This is an optimization exercise on Yosys and OpenROAD, whose aim is small area, not a production implementation.
The RTL was checked by simulation tests, not by an equivalence proof against the original design.
Power and IR drop assume default switching activity.

== JK ==
==> flow/design.v <==
module SoC_Algorithm (
    input clk,
    input rst_n,
    input [15:0] voltage,
    input signed [15:0] current,
    output [7:0] soc
);
function [32:0] radd;
    input [31:0] a;
    input [31:0] b;
    input ci;
    integer k;
    reg c;
    begin
        c = ci;
        for (k = 0; k < 32; k = k + 1) begin
            radd[k] = a[k] ^ b[k] ^ c;
            c = (a[k] & b[k]) | (c & (a[k] ^ b[k]));
        end
        radd[32] = c;
    end
endfunction
reg [5:0] clk_cnt;
reg [6:0] soc_voltage;
reg [24:0] qr;            
reg [4:0] qh;             
reg use_v_soc;
reg [6:0] soc_r;
reg zq;                   
reg [19:0] wk;            
reg [1:0] scy;            
wire ms_tick  = clk_cnt[5] & clk_cnt[4] & clk_cnt[0];                                             
wire dv_load  = clk_cnt[5] & ~clk_cnt[4] & clk_cnt[3] & ~clk_cnt[2] & ~clk_cnt[1] & ~clk_cnt[0];  
wire dv_en    = clk_cnt[5];                                                                       
wire lt25     = ~clk_cnt[5] & ~(clk_cnt[4] & clk_cnt[3] & (clk_cnt[2] | clk_cnt[1] | clk_cnt[0]));  
wire in2530   = ~clk_cnt[5] & clk_cnt[4] & clk_cnt[3] & ~(clk_cnt[2] & clk_cnt[1]) & (clk_cnt[2] | clk_cnt[1] | clk_cnt[0]);  
wire lt16     = ~clk_cnt[5] & ~clk_cnt[4];                                                        
wire lt24     = ~clk_cnt[5] & ~(clk_cnt[4] & clk_cnt[3]);                                         
wire at15     = lt16 & (&clk_cnt[3:0]);                                                           
wire kb       = lt16 & clk_cnt[3] & ~clk_cnt[2];                                                  
always @(posedge clk or negedge rst_n) begin
    if (!rst_n) clk_cnt <= 6'd0;
    else if (ms_tick) clk_cnt <= 6'd0;
    else clk_cnt <= clk_cnt + 6'd1;
end
wire comp = (current > 16'sd5) || (current < -16'sd5);
wire rest = (current > -16'sd5) && (current < 16'sd5);
wire [32:0] sv3 = radd({25'd0, soc_voltage}, {24'd0, soc_voltage, 1'b0}, 1'b0);
wire [32:0] sv35 = radd({20'd0, soc_voltage, 5'd0}, {23'd0, sv3[8:0]}, 1'b0);
wire [15:0] addend = rest ? {sv35[13:0], 2'b00} : current;
wire qb = (lt25 ? qr[0] : qh[0]) & ~use_v_soc;      
wire s1  = wk[15] ^ wk[18] ^ wk[19];
wire k1  = (wk[15] & wk[18]) | (wk[19] & (wk[15] ^ wk[18]));
wire sb  = qb ^ s1 ^ scy[0];
wire k2  = (qb & s1) | (scy[0] & (qb ^ s1));
wire c0n = k1 ^ k2 ^ scy[1];
wire c1n = (k1 & k2) | (scy[1] & (k1 ^ k2));
wire qin = sb & ~zq;
always @(posedge clk) begin
    qr <= {lt25 ? qin : qr[0], qr[24:1]};
    qh <= {in2530 ? qin : qh[0], qh[4:1]};
end
always @(posedge clk or negedge rst_n) begin
    if (!rst_n) zq <= 1'b1;
    else if (dv_en) zq <= 1'b0;
end
always @(posedge clk) begin
    if (ms_tick) scy <= 2'b00;
    else scy <= {c1n, c0n};
end
reg [29:0] q40, q49;
integer b;
always @(*) begin
    for (b = 0; b < 25; b = b + 1) begin
        q40[b] = qr[(b + 10) % 25];
        q49[b] = qr[(b + 1) % 25];
    end
    for (b = 25; b < 30; b = b + 1) begin
        q40[b] = qh[b % 5];
        q49[b] = qh[(b + 1) % 5];
    end
end
wire [32:0] dd = radd({21'd0, wk[19:9]}, {21'd0, 11'd1173}, 1'b0);    
wire dge = dv_en & dd[11];
integer j;
always @(posedge clk) begin
    if (ms_tick) begin
        wk[19:16] <= 4'd0;
        for (j = 0; j < 16; j = j + 1) wk[15-j] <= addend[j];
    end else if (dv_load) begin
        wk[19:2] <= {1'b0, q40[18:2]};
    end else begin
        wk[19:10] <= dge ? dd[9:0] : wk[18:9];
        wk[9:1] <= wk[8:0];
        wk[0] <= dv_en ? dge : wk[0];
    end
end
reg [18:0] xw;
reg compf;               
reg xc;                  
reg [4:1] xd;            
reg [1:0] pca;           
reg pcb;                 
reg fneg, fovf;          
wire cgb = ~(wk[15] & compf);
wire xb  = (xw[18] ^ cgb ^ xc) & lt16;
wire xcn = (xw[18] & cgb) | (xc & (xw[18] ^ cgb));
wire ta = xb;
wire tb = xd[3];
wire tc = xd[4];
wire sa1 = ta ^ tb ^ tc;
wire ka1 = (ta & tb) | (tc & (ta ^ tb));
wire pb  = sa1 ^ pca[0] ^ pca[1];
wire ka2 = (sa1 & pca[0]) | (pca[1] & (sa1 ^ pca[0]));
wire zb2 = lt16 ? kb : xw[15];
wire zb  = pb ^ zb2 ^ pcb;
wire kz  = (pb & zb2) | (pcb & (pb ^ zb2));
integer m;
always @(posedge clk) begin
    if (ms_tick) begin
        for (m = 0; m < 16; m = m + 1) xw[18-m] <= voltage[m];
        xw[2:0] <= {xw[1:0], lt24 ? pb : zb};    
        compf <= comp;
        xc <= 1'b1;
        pcb <= 1'b0;
    end else begin
        xw <= {xw[17:0], lt24 ? pb : zb};
        xc <= xcn;
        pcb <= kz;
    end
end
always @(posedge clk) begin
    xd <= {xd[3:1], xb};
    pca <= {ka1, ka2};
end
always @(posedge clk or negedge rst_n) begin
    if (!rst_n) begin
        fneg <= 1'b1;
        fovf <= 1'b0;
    end else if (at15 & ~zq) begin
        fneg <= cgb & ~xcn;
        fovf <= ~cgb & xcn;
    end
end
wire [6:0] f_x = fneg ? 7'd0 : fovf ? 7'd100 : {xw[12], xw[13], xw[14], xw[15], xw[16], xw[17], xw[18]};
wire q_big = (|q49[28:19]) | wk[7] | (wk[6] & wk[5] & (wk[4] | wk[3] | wk[2]));
wire [6:0] q_soc = q49[29] ? 7'd0 : q_big ? 7'd100 : wk[6:0];
always @(posedge clk or negedge rst_n) begin
    if (!rst_n) begin
        soc_voltage <= 7'd0;
        use_v_soc <= 1'b1;
        soc_r <= 7'd0;
    end else if (ms_tick) begin
        soc_voltage <= f_x;
        use_v_soc <= rest;
        soc_r <= use_v_soc ? soc_voltage : q_soc;
    end
end
assign soc = {1'b0, soc_r};
endmodule
clock: 36.0 ns
lec_check: 0
cap_margin: 0
core_margin: 2
core_utilization: 70
slew_margin: 0
standard.sh (not shown) runs the stock make flow with config.mk's settings and CLKGATE_MAP_FILE= SYNTH_SCRIPT=/design/flow/synth_recipe.tcl, a recipe that flattens the netlist after the stock synthesis.
==> flow/flow/run.sh <==
#!/bin/bash
# The standard layout (standard.sh), with three changes:
# - synthesis: synth_recipe.tcl unchanged, except that ABC maps with the
#   area-oriented script flow/abc_area.script instead of ORFS's speed script,
#   and full/half adders are left to ABC (ADDER_MAP_FILE empty);
# - the port buffers are made of the smallest buffer cell (buf_1);
# - the clock tree uses clkbuf_8 and no dummy loads.
# Each tool's output is kept in the logs under orfs/logs and in flow_own.log.
set -euo pipefail
HERE=$(pwd)
{
  echo "proc abc {args} {"
  echo "  set i [lsearch \$args -script]"
  echo "  if {\$i >= 0} { lset args [expr {\$i + 1}] $HERE/flow/abc_area.script }"
  echo "  yosys abc {*}\$args"
  echo "}"
  cat synth_recipe.tcl
} > own_synth.tcl
sed -e "s#SYNTH_SCRIPT=[^ ]*synth_recipe.tcl#SYNTH_SCRIPT=$HERE/own_synth.tcl ADDER_MAP_FILE=#" standard.sh > own.sh
grep -q "own_synth.tcl ADDER_MAP_FILE=" own.sh
export BUFFER_PORTS_ARGS="-buffer_cell sky130_fd_sc_hd__buf_1"
export CTS_ARGS="-sink_clustering_enable -repair_clock_nets -dont_use_dummy_load -buf_list sky130_fd_sc_hd__clkbuf_8"
bash own.sh > flow_own.log 2>&1
==> flow/flow/abc_area.script <==
&get -n
&deepsyn -T 30
&put
dch -f
amap
topo
strash
dch
amap
topo
Input-level comparison between MS and JK:
--- a/flow/design.v
+++ b/flow/design.v
@@ -27,4 +27,5 @@
 reg use_v_soc;
 reg [6:0] soc_r;
+reg ticked;               
 reg zq;                   
 reg [19:0] wk;            
@@ -49,5 +50,5 @@
 wire [32:0] sv35 = radd({20'd0, soc_voltage, 5'd0}, {23'd0, sv3[8:0]}, 1'b0);
 wire [15:0] addend = rest ? {sv35[13:0], 2'b00} : current;
-wire qb = (lt25 ? qr[0] : qh[0]) & ~use_v_soc;      
+wire qb = (lt25 ? qr[0] : qh[0]) & ~use_v_soc & ~zq;      
 wire s1  = wk[15] ^ wk[18] ^ wk[19];
 wire k1  = (wk[15] & wk[18]) | (wk[19] & (wk[15] ^ wk[18]));
@@ -56,12 +57,16 @@
 wire c0n = k1 ^ k2 ^ scy[1];
 wire c1n = (k1 & k2) | (scy[1] & (k1 ^ k2));
-wire qin = sb & ~zq;
 always @(posedge clk) begin
-    qr <= {lt25 ? qin : qr[0], qr[24:1]};
-    qh <= {in2530 ? qin : qh[0], qh[4:1]};
+    qr <= {(ticked & lt25) ? sb : qr[0], qr[24:1]};
+    qh <= {(ticked & in2530) ? sb : qh[0], qh[4:1]};
 end
 always @(posedge clk or negedge rst_n) begin
-    if (!rst_n) zq <= 1'b1;
-    else if (dv_en) zq <= 1'b0;
+    if (!rst_n) begin
+        ticked <= 1'b0;
+        zq <= 1'b1;
+    end else if (ms_tick) begin
+        ticked <= 1'b1;
+        zq <= ~ticked;
+    end
 end
 always @(posedge clk) begin
@@ -138,5 +143,5 @@
         fneg <= 1'b1;
         fovf <= 1'b0;
-    end else if (at15 & ~zq) begin
+    end else if (at15 & ticked) begin
         fneg <= cgb & ~xcn;
         fovf <= ~cgb & xcn;
### Flow results
- In MS, power is lower than in JK.
- Pin count of the biggest net entering global routing (MS over JK): increase, 18%
- Compared to JK, MS has global-route usage 2.9 points higher.
- Looking at met3 wire length, MS sits about 30% higher than JK does.
- Summary of MS over JK: global-route track usage on met1 now larger, global routing met3 resource utilization neither gained nor lost much, smallest hold slack lower, wire length after detailed routing moved up.
- Re initial core utilization: MS is 0.59 points up on JK.
- For global-route wire length before repair, dividing the value from JK by the value from MS gives 0.909.
- Diff MS and JK: clock skew lower in JK
- Final standard cell count with taps included and fillers excluded delta for MS relative to JK: 9 higher

## port drivers added, routing unchanged
The results above use ideal ports. As a check the final layouts listed here were re-extracted and re-timed, cells and wires unchanged. Step 1, drivers: a clkbuf_16 drives clk and a buf_2 each remaining input, both assumed. Step 2 also shifts input and output timing later by t, the mid clock arrival at the registers, as if the neighbouring blocks saw the same clock. Slacks: ideal / step 1 / step 2; pairs: ideal / step 1.
| run | shift t [ns] | slack for setup (ns) | hold slack, ns | worst setup path after step 2 | worst data-port slew with drivers (ns) |
|---|---|---|---|---|---|
| JK | 0.381 | 26.595 / 26.604 / 26.223 | 0.334 / 0.334 / 0.334 | input to register | 0.03 |
| MS | 0.387 | 26.227 / 26.239 / 25.853 | 0.330 / 0.330 / 0.330 | input to register | 0.03 |
After both steps every run listed still meets setup and hold. The setup slack of MS, which loses most, moves by +0.012 ns with the drivers and by -0.374 ns with both steps.
